What follows belongs to an exercise in optimizing a design on an open flow for small area; a production flow would make more cautious choices.
The RTL was checked by simulation tests, not by an equivalence proof against the original design.
The flow treats the clock pin as an ideal source, which a real chip does not have.
No activity file was given, so power comes from the tool's default toggle rates.

## topModule
module topModule(input logic clk, reset,
                 input logic [3:0] wAddr,  
                 input logic [7:0] data,  
                 input logic next, prev, compute, counter, enter,  
                 output logic a, b, c, d, e, f, g, dp,  
                 output logic [3:0] an,  
                 output logic [7:0] lData,
                 output logic [3:0] lAddr,
                 output logic lReset
    );
For scale: ~520 cells after synthesis, roughly 170 flip-flops, roughly 44 I/O pins, ~0.0067 mm² of cells after synthesis.
==> flow/config.mk <==
export PLATFORM = sky130hd
export DESIGN_NAME = topModule
export DESIGN_NICKNAME = topModule
export VERILOG_FILES = /design/flow/design.v
export SDC_FILE = /design/flow/constraint.sdc
export NUM_CORES = 4
export LEC_CHECK = 0
export CAP_MARGIN = 0
export CORE_MARGIN = 2
export CORE_UTILIZATION = 70
export GPL_TIMING_DRIVEN = 0
export SLEW_MARGIN = 0
==> flow/constraint.sdc <==
create_clock -name core_clock -period 10.0 [get_ports {clk}]
set_input_delay 2.0000 -clock core_clock [delete_from_list [all_inputs] [get_ports {clk}]]
set_output_delay 2.0000 -clock core_clock [all_outputs]
set_load 0.01 [all_outputs]
standard.sh (not shown) runs the stock make flow with config.mk's settings and CLKGATE_MAP_FILE= SYNTH_SCRIPT=/design/flow/synth_recipe.tcl, a recipe that flattens the netlist after the stock synthesis.
==> flow/flow/run.sh <==
#!/bin/bash
# Layout flow: the standard flow (standard.sh) with these changes:
#  - ABC maps the logic with an area-only script (no buffering or upsizing;
#    the placer's repair steps size and buffer what timing needs);
#  - only full adders are extracted as adder cells (no half adders);
#  - pass-through wires and ports are buffered with the smallest buffer cell;
#  - clock tree synthesis inserts no dummy loads.
# The synthesis is otherwise the standard flow's own (synth_recipe.tcl, ORFS synth.tcl).
set -euo pipefail
here=$PWD
sed "s#source \$::env(SCRIPTS_DIR)/synth.tcl#source $here/area_synth.tcl#" synth_recipe.tcl > area_synth_recipe.tcl
sed -e "s#^  log_cmd abc {\*}\$abc_args#  set abc_args [lreplace \$abc_args 1 1 $here/flow/abc_area.script]\n  log_cmd abc {*}\$abc_args#" \
    -e "s#^  extract_fa {\*}\[dont_use_extract_fa_args\]#  extract_fa -fa#" \
    "$FLOW_HOME/scripts/synth.tcl" > area_synth.tcl
grep -q "area_synth.tcl" area_synth_recipe.tcl
grep -q "abc_area.script" area_synth.tcl
grep -q "extract_fa -fa" area_synth.tcl
bash standard.sh SYNTH_SCRIPT=$here/area_synth_recipe.tcl \
    "MIN_BUF_CELL_AND_PORTS=sky130_fd_sc_hd__buf_1 A X" \
    "BUFFER_PORTS_ARGS=-buffer_cell sky130_fd_sc_hd__buf_1" \
    "CTS_ARGS=-sink_clustering_enable -repair_clock_nets -dont_use_dummy_load -buf_list sky130_fd_sc_hd__clkbuf_8" \
    finish > flow_make.log 2>&1
==> flow/flow/abc_area.script <==
strash
&get -n
&deepsyn -T 20
&put
dch -f
amap
topo
The baseline finished but failed the layout checks on max-capacitance violations, max-slew violations.
Next try:
--- a/flow/flow/run.sh
+++ b/flow/flow/run.sh
@@ -5,5 +5,7 @@
 #  - only full adders are extracted as adder cells (no half adders);
 #  - pass-through wires and ports are buffered with the smallest buffer cell;
-#  - clock tree synthesis inserts no dummy loads.
+#  - clock tree synthesis inserts no dummy loads;
+#  - synthesis buffers are removed before placement, as with timing-driven placement;
+#  - leaf clock buffers with few flip-flops are downsized after CTS (post_cts.tcl).
 # The synthesis is otherwise the standard flow's own (synth_recipe.tcl, ORFS synth.tcl).
 set -euo pipefail
@@ -20,3 +22,5 @@
     "BUFFER_PORTS_ARGS=-buffer_cell sky130_fd_sc_hd__buf_1" \
     "CTS_ARGS=-sink_clustering_enable -repair_clock_nets -dont_use_dummy_load -buf_list sky130_fd_sc_hd__clkbuf_8" \
+    "PRE_GLOBAL_PLACE_TCL=$here/flow/pre_global_place.tcl" \
+    "POST_CTS_TCL=$here/flow/post_cts.tcl" \
     finish > flow_make.log 2>&1
==> flow/flow/post_cts.tcl (new file) <==
set limit 0.112
proc worst_ff_clk_slew {} {
  set worst 0
  foreach pin [get_pins -hierarchical */CLK] {
    foreach p {slew_max_rise slew_max_fall} {
      set v [get_property $pin $p]
      if {$v > $worst} { set worst $v }
    }
  }
  return $worst
}
estimate_parasitics -placement
puts "post_cts: worst flip-flop clock slew before [worst_ff_clk_slew]"
set leaves {}
foreach inst [get_cells clkbuf_*] {
  if {[get_property $inst ref_name] ne "sky130_fd_sc_hd__clkbuf_8"} { continue }
  set net [get_nets -of_objects [get_pins [get_full_name $inst]/X]]
  set loads [get_pins -of_objects $net -filter "direction == input"]
  set leaf 1
  foreach l $loads {
    if {[get_property $l lib_pin_name] ne "CLK"} { set leaf 0 }
  }
  if {$leaf} { lappend leaves [list [llength $loads] [get_full_name $inst]] }
}
set n 0
foreach item [lsort -integer -index 0 $leaves] {
  set inst [get_cells [lindex $item 1]]
  replace_cell $inst sky130_fd_sc_hd__clkbuf_4
  estimate_parasitics -placement
  set w [worst_ff_clk_slew]
  if {$w > $limit} {
    replace_cell $inst sky130_fd_sc_hd__clkbuf_8
    estimate_parasitics -placement
  } else {
    incr n
  }
}
puts "post_cts: $n of [llength $leaves] leaf buffers set to clkbuf_4, worst flip-flop clock slew [worst_ff_clk_slew]"
==> flow/flow/pre_global_place.tcl (new file) <==
# Remove synthesis buffers (the pass-through buffers) before the ports are
# buffered, as the standard flow's timing-driven placement does.
remove_buffers
Settings changed: CAP_MARGIN 0 to 20, CORE_UTILIZATION 70 to 75, SLEW_MARGIN 0 to 20.
Now the flow produced a clean layout.
Via count rises by a few percent.
Worst hold slack hardly moves.
Fmax shrinks by a few percent.
Clock power decreases by about a fifth.
Design area fell slightly.
Setup slack gets worse by 0.38 ns.
Next try:
--- a/flow/flow/run.sh
+++ b/flow/flow/run.sh
@@ -5,7 +5,5 @@
 #  - only full adders are extracted as adder cells (no half adders);
 #  - pass-through wires and ports are buffered with the smallest buffer cell;
-#  - clock tree synthesis inserts no dummy loads;
-#  - synthesis buffers are removed before placement, as with timing-driven placement;
-#  - leaf clock buffers with few flip-flops are downsized after CTS (post_cts.tcl).
+#  - clock tree synthesis inserts no dummy loads.
 # The synthesis is otherwise the standard flow's own (synth_recipe.tcl, ORFS synth.tcl).
 set -euo pipefail
@@ -22,5 +20,3 @@
     "BUFFER_PORTS_ARGS=-buffer_cell sky130_fd_sc_hd__buf_1" \
     "CTS_ARGS=-sink_clustering_enable -repair_clock_nets -dont_use_dummy_load -buf_list sky130_fd_sc_hd__clkbuf_8" \
-    "PRE_GLOBAL_PLACE_TCL=$here/flow/pre_global_place.tcl" \
-    "POST_CTS_TCL=$here/flow/post_cts.tcl" \
     finish > flow_make.log 2>&1
Settings changed: CORE_UTILIZATION 75 to 70.
removed: flow/flow/post_cts.tcl
removed: flow/flow/pre_global_place.tcl
=> Wire length decreases by 0.59%; worst setup slack is better by 0.14 ns; total power rises by 2.3%; worst hold slack is worse by 0.0055 ns; utilization is lower by 3.3 points; sequential power barely changes; clock power went up by about 20%; global-route usage falls by 2.1 points; synthesized area stays the same; fmax climbs by 1.7%; critical path depth is unchanged.
Next try:
==> flow/flow/run.sh (replaced) <==
#!/bin/bash
# Layout flow: the standard flow (standard.sh) with these changes:
#  - ABC maps the logic with an area-only script (no buffering or upsizing;
#    the placer's repair steps size and buffer what timing needs);
#  - pass-through wires and ports are buffered with the smallest buffer cell;
#  - clock tree synthesis inserts no dummy loads.
# The synthesis is otherwise the standard flow's own (synth_recipe.tcl, ORFS synth.tcl).
set -euo pipefail
here=$PWD
sed "s#source \$::env(SCRIPTS_DIR)/synth.tcl#source $here/area_synth.tcl#" synth_recipe.tcl > area_synth_recipe.tcl
sed "s#^  log_cmd abc {\*}\$abc_args#  set abc_args [lreplace \$abc_args 1 1 $here/flow/abc_area.script]\n  log_cmd abc {*}\$abc_args#" \
    "$FLOW_HOME/scripts/synth.tcl" > area_synth.tcl
grep -q "area_synth.tcl" area_synth_recipe.tcl
grep -q "abc_area.script" area_synth.tcl
bash standard.sh SYNTH_SCRIPT=$here/area_synth_recipe.tcl \
    "MIN_BUF_CELL_AND_PORTS=sky130_fd_sc_hd__buf_1 A X" \
    "BUFFER_PORTS_ARGS=-buffer_cell sky130_fd_sc_hd__buf_1" \
    "CTS_ARGS=-sink_clustering_enable -repair_clock_nets -dont_use_dummy_load -buf_list sky130_fd_sc_hd__clkbuf_8" \
    finish > flow_make.log 2>&1
==> flow/flow/abc_area.script (replaced) <==
strash
dch
amap
strash
dch
amap
topo
Settings changed: GPL_TIMING_DRIVEN 0 to not set.
Global-route usage came out higher by 0.29 points.
Worst setup slack gains 0.68 ns.
First-iteration DRC count came out higher by about 2%.
Maximum frequency came out higher by about 9%.
Die area came out higher by about 2.3%.
Cell area came out higher by 2.1%.
Via count came out higher by about 2.4%.
Routed wire length came out higher by 2.2%.
Utilization came out lower by 1.3 points.

==> afterwards: timing with drivers on the ports <==
Ports are ideal in the flow. The routed layouts listed here were re-timed in OpenROAD.
Step 1: set_driving_cell puts a clkbuf_16 on clk and a buf_2 on each other input, an assumption about the parent block.
Step 2 adds t to the input delays and takes it off the output delays; t is the mean of the earliest and latest rising clock arrival at the registers after step 1. Input paths then give back, and output paths get back, about the clock's delay inside the block.
a / b / c = ideal ports / drivers / drivers and shift; a / b = the first two.
| run | t (ns) | setup WS [ns] | worst hold slack (ns) | worst register clock-pin slew, ns | pins driven straight from the clock port |
|---|---|---|---|---|---|
| the first run | 0.474 | 1.867 / 1.831 / 2.304 | 0.352 / 0.352 / 0.352 | 0.09 / 0.09 | 1 |
| the second run | 0.452 | 1.488 / 1.453 / 1.905 | 0.350 / 0.350 / 0.350 | 0.12 / 0.12 | 1 |
| the third run | 0.480 | 1.630 / 1.595 / 2.075 | 0.345 / 0.345 / 0.345 | 0.09 / 0.09 | 1 |
| the fourth run | 0.479 | 2.306 / 2.270 / 2.749 | 0.348 / 0.348 / 0.348 | 0.08 / 0.08 | 1 |
